This design comes from an exercise in tuning for small area on the open sky130 flow, not from production work. In this exercise RTL edits were held to simulation tests only and were not proved equivalent to the original.

== rev 12 ==
## dct2d_top
module dct2d_top (clk, rst_n, pix_row, coef_row);
  input clk, rst_n;
  input  [63:0] pix_row;
  output [95:0] coef_row;
  wire [7:0]  ph;           
  wire [41:0] DCT1_out;
  wire [63:0] DCT2_in;
  wire [95:0] DCT2_out;
  wire [71:0] TP2_out;
  counter1 cnt(ph, clk, rst_n);
  wire [7:0] col_sel = ph;                          
  wire [7:0] row_sel = {ph[5:0], ph[7:6]};          
  reg [63:0] pix_q;        
  always @(posedge clk)
    pix_q <= pix_row;
  DCT_1D DCT1(pix_q, DCT1_out);
  TPmem_1 #(.D(13)) TP1(.i_clk(clk), .i_sel(col_sel), .i_data(DCT1_out), .o_data(DCT2_in));
  DCT_2D DCT2(DCT2_in, DCT2_out, col_sel[0], col_sel[1]);
  TPmem_2 TP2(.i_clk(clk), .i_sel(row_sel), .i_data(DCT2_out[95:24]), .o_data(TP2_out));
  assign coef_row = {TP2_out, 24'b0};
endmodule
Size in the first run: ~3700 cells after synthesis.
==> module counter1, before the edit <==
module counter1(count,clk,reset);
  input clk,reset;
  output reg [7:0]count;
  always @(posedge clk)
  begin
    if(~reset)
      count <= 8'b0000_0010;
    else
      count <= {count[6:0], count[7]};
  end
endmodule
==> module dct2d_top, before the edit <==
module dct2d_top (clk, rst_n, pix_row, coef_row);
  input clk, rst_n;
  input  [63:0] pix_row;
  output [95:0] coef_row;
  wire [7:0]  ph;           
  wire [41:0] DCT1_out;
  wire [63:0] DCT2_in;
  wire [95:0] DCT2_out;
  wire [71:0] TP2_out;
  counter1 cnt(ph, clk, rst_n);
  wire [7:0] col_sel = ph;                          
  wire [7:0] row_sel = {ph[5:0], ph[7:6]};          
  reg [63:0] pix_q;        
  always @(posedge clk)
    pix_q <= pix_row;
  DCT_1D DCT1(pix_q, DCT1_out);
  TPmem_1 #(.D(13)) TP1(.i_clk(clk), .i_sel(col_sel), .i_data(DCT1_out), .o_data(DCT2_in));
  DCT_2D DCT2(DCT2_in, DCT2_out, col_sel[0], col_sel[1]);
  TPmem_2 TP2(.i_clk(clk), .i_sel(row_sel), .i_data(DCT2_out[95:24]), .o_data(TP2_out));
  assign coef_row = {TP2_out, 24'b0};
endmodule
Settings: LEC_CHECK=0, CAP_MARGIN=20, CORE_MARGIN=2, CORE_UTILIZATION=70, CTS_CLUSTER_DIAMETER=100, CTS_CLUSTER_SIZE=30, SLEW_MARGIN=20; clock period 12.0 ns.
standard.sh (not shown) runs the stock make flow with config.mk's settings and CLKGATE_MAP_FILE= SYNTH_SCRIPT=/design/flow/synth_recipe.tcl, a recipe that flattens the netlist after the stock synthesis.
==> flow/flow/run.sh <==
#!/bin/bash
# Standard layout, with one netlist pass between synthesis and floorplan:
# flow/invpush.py rebuilds full adders in complemented form, and half adders
# as XOR/XNOR plus a NAND/NOR-type gate, where that removes inverters.
# Registers and the logic function are unchanged.
set -euo pipefail
R=orfs/results/${FLOW_PLATFORM}/dct2d_top/base
bash standard.sh synth > synth.log 2>&1
cp "$R/1_2_yosys.v" netlist_synth.v
python3 flow/invpush.py netlist_synth.v "$R/1_2_yosys.v" > invpush.log 2>&1
rm -f "$R/1_synth.odb" "$R/1_synth.sdc"
touch "$R/1_2_yosys.v"
bash standard.sh finish > layout.log 2>&1
Other scripts of this flow, unchanged in this note and not shown: flow/flow/invpush.py
Rev 12 finished every step from synthesis to the final layout, and the layout passed the timing, DRC and antenna checks.
Changes in rev 13 relative to rev 12:
--- a/flow/design.v
+++ b/flow/design.v
@@ -2813,27 +2813,27 @@
 endmodule
 module counter1(count,clk,reset);
   input clk,reset;
-  output reg [7:0]count;
+  output reg [2:0]count;
   always @(posedge clk)
   begin
     if(~reset)
-      count <= 8'b0000_0010;
+      count <= 3'd1;
     else
-      count <= {count[6:0], count[7]};
+      count <= count + 1'b1;
   end
 endmodule
 module dct2d_top (clk, rst_n, pix_row, coef_row);
   input clk, rst_n;
   input  [63:0] pix_row;
   output [95:0] coef_row;
-  wire [7:0]  ph;           
+  wire [2:0]  ph;           
   wire [41:0] DCT1_out;
   wire [63:0] DCT2_in;
   wire [95:0] DCT2_out;
   wire [71:0] TP2_out;
   counter1 cnt(ph, clk, rst_n);
-  wire [7:0] col_sel = ph;                          
-  wire [7:0] row_sel = {ph[5:0], ph[7:6]};          
+  wire [7:0] col_sel = 8'b1 << ph;                  
+  wire [7:0] row_sel = 8'b1 << (ph + 3'd2);         
   reg [63:0] pix_q;        
   always @(posedge clk)
     pix_q <= pix_row;
--- outcome ---
Rev 12 has a lower via count of the first global-routing pass than rev 13.
Summary of rev 13 over rev 12: area of the multi-input gates increased by 0.0012 mm^2 relative to the old numbers, number of clock buffers inserted by TritonCTS decreased by 3 relative to the old numbers, routing usage on met3 increased by 0.19 points relative to the old numbers, relative max-transition margin decreased by 7.5 points relative to the old numbers, minimum period implied by the final worst setup slack decreased by 20 ps relative to the old numbers.
flip-flops and latches as the cell group occupying the most layout area was reported by rev 12, and multi-input combinational cells by rev 13.
The global-route usage reported for rev 13 is greater than that of rev 12 by 1.5 points.
Cmp rev 13 and rev 12 / worst-path maximum fanout / higher: rev 12
NOTE via count rev 12->rev 13 increased by a few percent
Delta (rev 13 minus rev 12): area after synthesis saw an increase, final cell count went up by 193.

## what the ideal ports hide
No port has a modelled driver above. Below, the same layouts with a new extraction and two added sets of constraints. Step 1 sets driving cells, clkbuf_16 on the clock port and buf_2 on the other inputs (assumed; they add their load-dependent delay and slew). Step 2 adds t to the input delays and takes it off the output delays; t is the mean of the earliest and latest rising clock arrival at the registers after step 1. Input paths then give back, and output paths get back, about the clock's delay inside the block. Three values: ideal, step 1, step 2; two values: the first two.
run | t, ns | slack for setup (ns) | worst slew at a driven data input, ns
rev 12 | 0.724 | 0.491 / 0.491 / 0.491 | 0.05
rev 13 | 0.710 | 0.511 / 0.511 / 0.511 | 0.06
After both steps setup and hold are still met in every run listed.
